This design comes from an exercise in tuning for small area and a short achievable clock period on the open sky130 flow, not from production work.
At most, simulation tests tie the RTL to the original design; equivalence was not proved.
Power is estimated from default activity; no workload was simulated.

== maple ==
// pow_5_pipe
module pow_5_pipe
(
    input             clock,
    input      [17:0] n,
    output reg [17:0] n_pow_5
);
For scale: ~560 cells after synthesis, roughly 37 I/O pins.
Settings: LEC_CHECK=0, CAP_MARGIN=20, CORE_MARGIN=2, CORE_UTILIZATION=40, CTS_BUF_LIST=sky130_fd_sc_hd__clkbuf_4 sky130_fd_sc_hd__clkbuf_8, CTS_CLUSTER_DIAMETER=60, CTS_CLUSTER_SIZE=40, SETUP_SLACK_MARGIN=4.3, SLEW_MARGIN=20; clock period 6.4 ns.
run.sh (not shown) runs the stock make flow with config.mk's settings and CLKGATE_MAP_FILE= SYNTH_SCRIPT=/design/flow/synth_recipe.tcl, a recipe that flattens the netlist after the stock synthesis.
maple | stages: all done | timing, DRC, antenna: all pass
Changes in oak relative to maple:
Settings: setting PLACE_DENSITY to 0.85 for the first time.
- Looking at slowest stage cell on the critical path, the sky130_fd_sc_hd__fa_2 result is from maple; the sky130_fd_sc_hd__fa_1 one comes from oak.
- Worst hold slack delta (maple -> oak): insignificant
- Shortest clock period the worst path allows after layout (higher): oak
- Compared with maple, oak shows a lower clock power.
- oak vs. maple: number of resized instances in the post-cts repair step went up by 3.7%.
- Looking at switching power share of the total, oak sits 0.45 points lower than maple does.
- [compare] base=maple new=oak: post-DP HPWL saw a decrease, routed wire length on met3 saw an increase.

---

## alpha
pow_5_pipe, a different RTL version from the one above (not shown whole).
Size: about 550 cells after synthesis, about 110 flip-flops, roughly 37 I/O pins, ~5400 um^2 of cells after synthesis.
==> flow/design.v (excerpt) <==
module pow_5_pipe
(
    input             clock,
    input      [17:0] n,
    output reg [17:0] n_pow_5
);
export LEC_CHECK = 0
export CAP_MARGIN = 20
export CORE_MARGIN = 2
export CORE_UTILIZATION = 40
export CTS_BUF_LIST = sky130_fd_sc_hd__clkbuf_4 sky130_fd_sc_hd__clkbuf_8
export CTS_CLUSTER_DIAMETER = 60
export CTS_CLUSTER_SIZE = 40
export PLACE_DENSITY = 0.75
export SETUP_SLACK_MARGIN = 4.2
export SLEW_MARGIN = 20
create_clock -name core_clock -period 6.4 [get_ports {clock}]
standard.sh (not shown) runs the stock make flow with config.mk's settings and CLKGATE_MAP_FILE= SYNTH_SCRIPT=/design/flow/synth_recipe.tcl, a recipe that flattens the netlist after the stock synthesis.
==> flow/flow/run.sh <==
#!/bin/bash
set -o pipefail
export BUFFER_PORTS_ARGS="-buffer_cell sky130_fd_sc_hd__buf_1"
export RECOVER_POWER=100
export CTS_ARGS="-sink_clustering_enable -repair_clock_nets -dont_use_dummy_load -sink_clustering_size 40 -sink_clustering_max_diameter 60 -buf_list {sky130_fd_sc_hd__clkbuf_4 sky130_fd_sc_hd__clkbuf_8}"
bash standard.sh finish > standard.log 2>&1
[alpha] flow finished | final checks: failed | reasons: max-capacitance violations, max-slew violations
Edits applied to the flow inputs when going from alpha to beta:
- SETUP_SLACK_MARGIN changed from 4.2 to 4.25
-- flow/flow/run.sh --
<<< alpha, line 4
export RECOVER_POWER=100
>>> beta, line 4
[summary]
Summary of the comparison: total number of vias is higher in beta, relative to alpha.
Out of alpha and beta, the only run to close with the timing, DRC and antenna checks passing was beta.
alpha → beta: total of plain and repair buffers excluding clock buffers grew by 6, shortest period the worst path allows shrank by 1.40 ns, worst hold slack shrank by 0.0060 ns, global-route usage held steady, wire length of the first global-routing pass shrank by 190 um.
Compared with alpha, beta improves worst setup slack.
When beta is measured against alpha, its violation count after the first detailed-route iteration turns out 12 higher.
Between beta and alpha, the area used by sequential logic in the layout figures differ only marginally.
beta against alpha; cell area after layout is up by a few percent.
The following lists how gamma was set up differently from beta:
- changing PLACE_DENSITY from 0.75 to 0.8
- changing SETUP_SLACK_MARGIN from 4.25 to 4.2
Findings:
No stage failed in gamma, and the final checks on the layout all came back clean.
[compare] base=beta new=gamma: routed wire length -about 3.3%; final cycle utilization of the critical path ~0 delta; global-route usage -1.1 points; total chip power +1.1%.
Fmax: beta vs gamma — no meaningful difference
Against beta as the reference, gamma delivers a higher critical path depth.
Relative to beta, the switching part of the total of gamma is higher by 0.22 points.
Comparing beta against gamma, there is no change at all in full die area.

---

== v49 ==
pow_5_pipe, a different RTL version from the one above (not shown whole).
Size: ~600 cells after synthesis, about 0.0056 sq mm of cells after synthesis.
clock: 6.4 ns
lec_check: 0
cap_margin: 20
core_margin: 2
core_utilization: 40
cts_buf_list: sky130_fd_sc_hd__clkbuf_4 sky130_fd_sc_hd__clkbuf_8
cts_cluster_diameter: 60
cts_cluster_size: 40
place_density: 0.75
setup_slack_margin: 4.2
slew_margin: 20
==> flow/flow/run.sh <==
#!/bin/bash
set -o pipefail
export BUFFER_PORTS_ARGS="-buffer_cell sky130_fd_sc_hd__buf_1"
export CTS_ARGS="-sink_clustering_enable -repair_clock_nets -dont_use_dummy_load -sink_clustering_size 40 -sink_clustering_max_diameter 60 -buf_list {sky130_fd_sc_hd__clkbuf_4 sky130_fd_sc_hd__clkbuf_8}"
bash standard.sh finish > standard.log 2>&1
v49 | stages: all done | timing, DRC, antenna: all pass
The inputs of v1 differ from those of v49 as listed below.
==> flow/run.sh (new file) <==
#!/bin/bash
# synth_recipe.tcl (not shown) runs the flow's synth.tcl, then flattens the netlist and writes it again
# the make line also repeats each setting of config.mk as NAME=value (left out here)
make -C /OpenROAD-flow-scripts/flow DESIGN_CONFIG=/design/flow/config.mk WORK_HOME=/design/flow/orfs CLKGATE_MAP_FILE= SYNTH_SCRIPT=/design/flow/synth_recipe.tcl finish
removed: flow/flow/run.sh
removed: flow/standard.sh
Notes after the runs:
- Wire: v1 routes more than v49
- Compared with v49, v1 is hungrier on power.
- Between v49 and v1, the tightest hold margin does not differ in any meaningful way.
- Against v49, v1 comes in 70 higher on total of cells resized after clock tree synthesis.
- Run comparison: v49 critical path capture point t_3[27]$_DFF_P_; v1 critical path capture point t_3[23]$_DFF_P_
diff inputs: v1 => v57
Settings: swapping 0.75 for 0.7 in PLACE_DENSITY; swapping 4.2 for 4.25 in SETUP_SLACK_MARGIN.
[summary]
v57 vs v1, setup slack went up by 0.033 ns.
[compare] base=v1 new=v57: final routed wirelength across all metal layers shows a reduction of 2.1%; arrival time at the worst endpoint saw a decrease; core occupancy in the finished layout rose by 0.54 points; overall routing resource usage has decreased; net switching fraction of the power has decreased.
v57 vs. v1: clock power went up by about 10%.
v57 reports its critical path startpoint as n_pow_5[0]$_DFF_P_ while v1 reports h_2[1]$_DFF_P_.
v1 was smaller in final cell area than v57.
Function was not checked in any run of this note: the RTL went through the layout flow alone.

---

pow_5_pipe with an RTL version that a note above also has.
Size in the first run: about 550 cells after synthesis, ~110 flip-flops, ~37 I/O pins, roughly 0.0054 sq mm of cells after synthesis.
Settings: LEC_CHECK=0, CAP_MARGIN=20, CORE_MARGIN=2, CORE_UTILIZATION=40, CTS_BUF_LIST=sky130_fd_sc_hd__clkbuf_4 sky130_fd_sc_hd__clkbuf_8, CTS_CLUSTER_DIAMETER=60, CTS_CLUSTER_SIZE=40, PLACE_DENSITY=0.75, SETUP_SLACK_MARGIN=4.2, SLEW_MARGIN=20; clock period 6.4 ns.
run.sh (not shown) runs the stock make flow with config.mk's settings and CLKGATE_MAP_FILE= SYNTH_SCRIPT=/design/flow/synth_recipe.tcl, a recipe that flattens the netlist after the stock synthesis.
Stock flow here: none of the scripts above is used.
The starting point produced a clean layout.
Change:
==> flow/flow/run.sh (new file) <==
#!/bin/bash
set -o pipefail
export BUFFER_PORTS_ARGS="-buffer_cell sky130_fd_sc_hd__buf_1"
export CTS_ARGS="-sink_clustering_enable -repair_clock_nets -dont_use_dummy_load -sink_clustering_size 40 -sink_clustering_max_diameter 60 -buf_list {sky130_fd_sc_hd__clkbuf_4 sky130_fd_sc_hd__clkbuf_8}"
bash standard.sh finish > standard.log 2>&1
==> flow/standard.sh (new file) <==
#!/bin/bash
# synth_recipe.tcl (not shown) runs the flow's synth.tcl, then flattens the netlist and writes it again
# the make line also repeats each setting of config.mk as NAME=value (left out here)
make -C /OpenROAD-flow-scripts/flow DESIGN_CONFIG=/design/flow/config.mk WORK_HOME=/design/flow/orfs CLKGATE_MAP_FILE= SYNTH_SCRIPT=/design/flow/synth_recipe.tcl "${@:-finish}"
removed: flow/run.sh
Result:
- area after synthesis does not change
- total power went down by about 6%
- worst setup slack gets worse by 0.013 ns
- worst hold slack degrades by 0.023 ns
- wire length decreases by about 1.5%
Change:
--- a/flow/flow/run.sh
+++ b/flow/flow/run.sh
@@ -1,0 +2,6 @@
+# The standard layout, with these changes to how the layout is made:
+#  - synthesis skips Yosys's early "abc -fast" pass (synth -noabc), so that extract_fa
+#    finds the carry-save adder tree as the RTL writes it; everything else in the
+#    synthesis script is the standard flow's (including -nofsm -noshare, flatten and renaming)
+#  - port buffers use sky130_fd_sc_hd__buf_1 (every input and output still gets its own buffer)
+#  - clock tree synthesis does not add dummy load cells
@@ -5 +11,4 @@
-bash standard.sh finish > standard.log 2>&1
+sed '1s/yosys synth -nofsm -noshare /yosys synth -nofsm -noshare -noabc /' synth_recipe.tcl > flow_synth.tcl
+sed "s#SYNTH_SCRIPT=[^ ]*synth_recipe.tcl#SYNTH_SCRIPT=$PWD/flow_synth.tcl#" standard.sh > flow_standard.sh
+grep -q -- "-noabc" flow_synth.tcl && grep -q "flow_synth.tcl" flow_standard.sh || { echo "could not set up synthesis script" > standard.log; exit 1; }
+bash flow_standard.sh finish > standard.log 2>&1
Count of clock-buffer cells in the layout stays the same; power grows by 1.2%; sequential cell count does not change; die area shrinks by 2.3%; routed wire length barely changes; setup slack is about the same.
Change:
==> flow/run.sh (new file) <==
#!/bin/bash
# synth_recipe.tcl (not shown) runs the flow's synth.tcl, then flattens the netlist and writes it again
# the make line also repeats each setting of config.mk as NAME=value (left out here)
make -C /OpenROAD-flow-scripts/flow DESIGN_CONFIG=/design/flow/config.mk WORK_HOME=/design/flow/orfs CLKGATE_MAP_FILE= SYNTH_SCRIPT=/design/flow/synth_recipe.tcl finish
SETUP_SLACK_MARGIN = 4.3   (was 4.2)
removed: flow/flow/run.sh
removed: flow/standard.sh
Fmax shrinks by 1.9%. Combinational power shrinks by about 1%. Setup slack is worse by 0.042 ns. Non-clock buffer count goes up by 7. Global-route usage barely changes. Clock-buffer cell count is higher by 2. Die area grows by 2.4%. Via count rises by 3.8%. Routed wire length is higher by 0.47%.
Change:
==> flow/flow/run.sh (new file) <==
#!/bin/bash
# The standard layout, with these changes to how the layout is made:
#  - synthesis skips Yosys's early "abc -fast" pass (synth -noabc), so that extract_fa
#    finds the carry-save adder tree as the RTL writes it; everything else in the
#    synthesis script is the standard flow's (including -nofsm -noshare, flatten and renaming)
#  - port buffers use sky130_fd_sc_hd__buf_1 (every input and output still gets its own buffer)
#  - clock tree synthesis does not add dummy load cells
set -o pipefail
export BUFFER_PORTS_ARGS="-buffer_cell sky130_fd_sc_hd__buf_1"
export CTS_ARGS="-sink_clustering_enable -repair_clock_nets -dont_use_dummy_load -sink_clustering_size 40 -sink_clustering_max_diameter 60 -buf_list {sky130_fd_sc_hd__clkbuf_4 sky130_fd_sc_hd__clkbuf_8}"
sed '1s/yosys synth -nofsm -noshare /yosys synth -nofsm -noshare -noabc /' synth_recipe.tcl > flow_synth.tcl
sed "s#SYNTH_SCRIPT=[^ ]*synth_recipe.tcl#SYNTH_SCRIPT=$PWD/flow_synth.tcl#" standard.sh > flow_standard.sh
grep -q -- "-noabc" flow_synth.tcl && grep -q "flow_synth.tcl" flow_standard.sh || { echo "could not set up synthesis script" > standard.log; exit 1; }
bash flow_standard.sh finish > standard.log 2>&1
==> flow/standard.sh (new file) <==
#!/bin/bash
# synth_recipe.tcl (not shown) runs the flow's synth.tcl, then flattens the netlist and writes it again
# the make line also repeats each setting of config.mk as NAME=value (left out here)
make -C /OpenROAD-flow-scripts/flow DESIGN_CONFIG=/design/flow/config.mk WORK_HOME=/design/flow/orfs CLKGATE_MAP_FILE= SYNTH_SCRIPT=/design/flow/synth_recipe.tcl "${@:-finish}"
SETUP_SLACK_MARGIN = 4.25   (was 4.3)
removed: flow/run.sh
After rerunning:
- total power went down by about 0.4%
- hold slack got worse by 0.0063 ns
- design area goes down by about 4%
- non-clock buffer count is lower by 4
- worst setup slack is better by 0.036 ns
- sequential power stays flat
- die area drops by 2.3%
- cell count falls by 6.2%
- combinational power went up by about 8%

==> static timing again, ports no longer ideal <==
In the flow no input, the clock included, has a driving cell. The finished layouts below were timed again as built, in two steps. Step 1: set_driving_cell puts a clkbuf_16 on clock and a buf_2 on each other input, an assumption about the parent block. Step 2 also shifts input and output timing later by t, the mid clock arrival at the registers, as if the neighbouring blocks saw the same clock. Slacks: ideal ports / drivers / drivers and shift; pairs: ideal ports / drivers.
| run | t (ns) | setup WS [ns] | hold WS [ns] | clock arrival spread, ns | slew at the worst register clock pin (ns) |
|---|---|---|---|---|---|
| maple | 0.425 | 4.169 / 4.169 / 4.169 | 0.333 / 0.333 / 0.333 | 0.022 / 0.022 | 0.12 / 0.12 |
| oak | 0.408 | 4.144 / 4.144 / 4.144 | 0.331 / 0.331 / 0.331 | 0.014 / 0.014 | 0.10 / 0.10 |
| alpha | 0.409 | 2.824 / 2.824 / 2.824 | 0.311 / 0.311 / 0.311 | 0.021 / 0.020 | 0.09 / 0.09 |
| beta | 0.404 | 4.222 / 4.222 / 4.222 | 0.305 / 0.305 / 0.305 | 0.026 / 0.026 | 0.09 / 0.09 |
| gamma | 0.395 | 4.216 / 4.216 / 4.216 | 0.307 / 0.307 / 0.307 | 0.030 / 0.030 | 0.10 / 0.10 |
| v49 | 0.407 | 4.245 / 4.226 / 4.245 | 0.334 / 0.334 / 0.334 | 0.031 / 0.031 | 0.10 / 0.10 |
| v1 | 0.413 | 4.260 / 4.251 / 4.260 | 0.335 / 0.335 / 0.335 | 0.015 / 0.015 | 0.11 / 0.11 |
| v57 | 0.414 | 4.293 / 4.256 / 4.297 | 0.326 / 0.326 / 0.326 | 0.019 / 0.019 | 0.11 / 0.11 |
| the first run of note 4 | 0.415 | 4.194 / 4.194 / 4.194 | 0.333 / 0.333 / 0.333 | 0.018 / 0.017 | 0.11 / 0.11 |
| the second run of note 4 | 0.409 | 4.181 / 4.181 / 4.181 | 0.311 / 0.311 / 0.311 | 0.020 / 0.021 | 0.09 / 0.09 |
| the third run of note 4 | 0.413 | 4.180 / 4.180 / 4.180 | 0.312 / 0.312 / 0.312 | 0.029 / 0.029 | 0.11 / 0.11 |
| the fourth run of note 4 | 0.406 | 4.137 / 4.137 / 4.137 | 0.329 / 0.329 / 0.329 | 0.016 / 0.015 | 0.10 / 0.10 |
| the fifth run of note 4 | 0.400 | 4.173 / 4.173 / 4.173 | 0.323 / 0.323 / 0.323 | 0.019 / 0.019 | 0.09 / 0.09 |
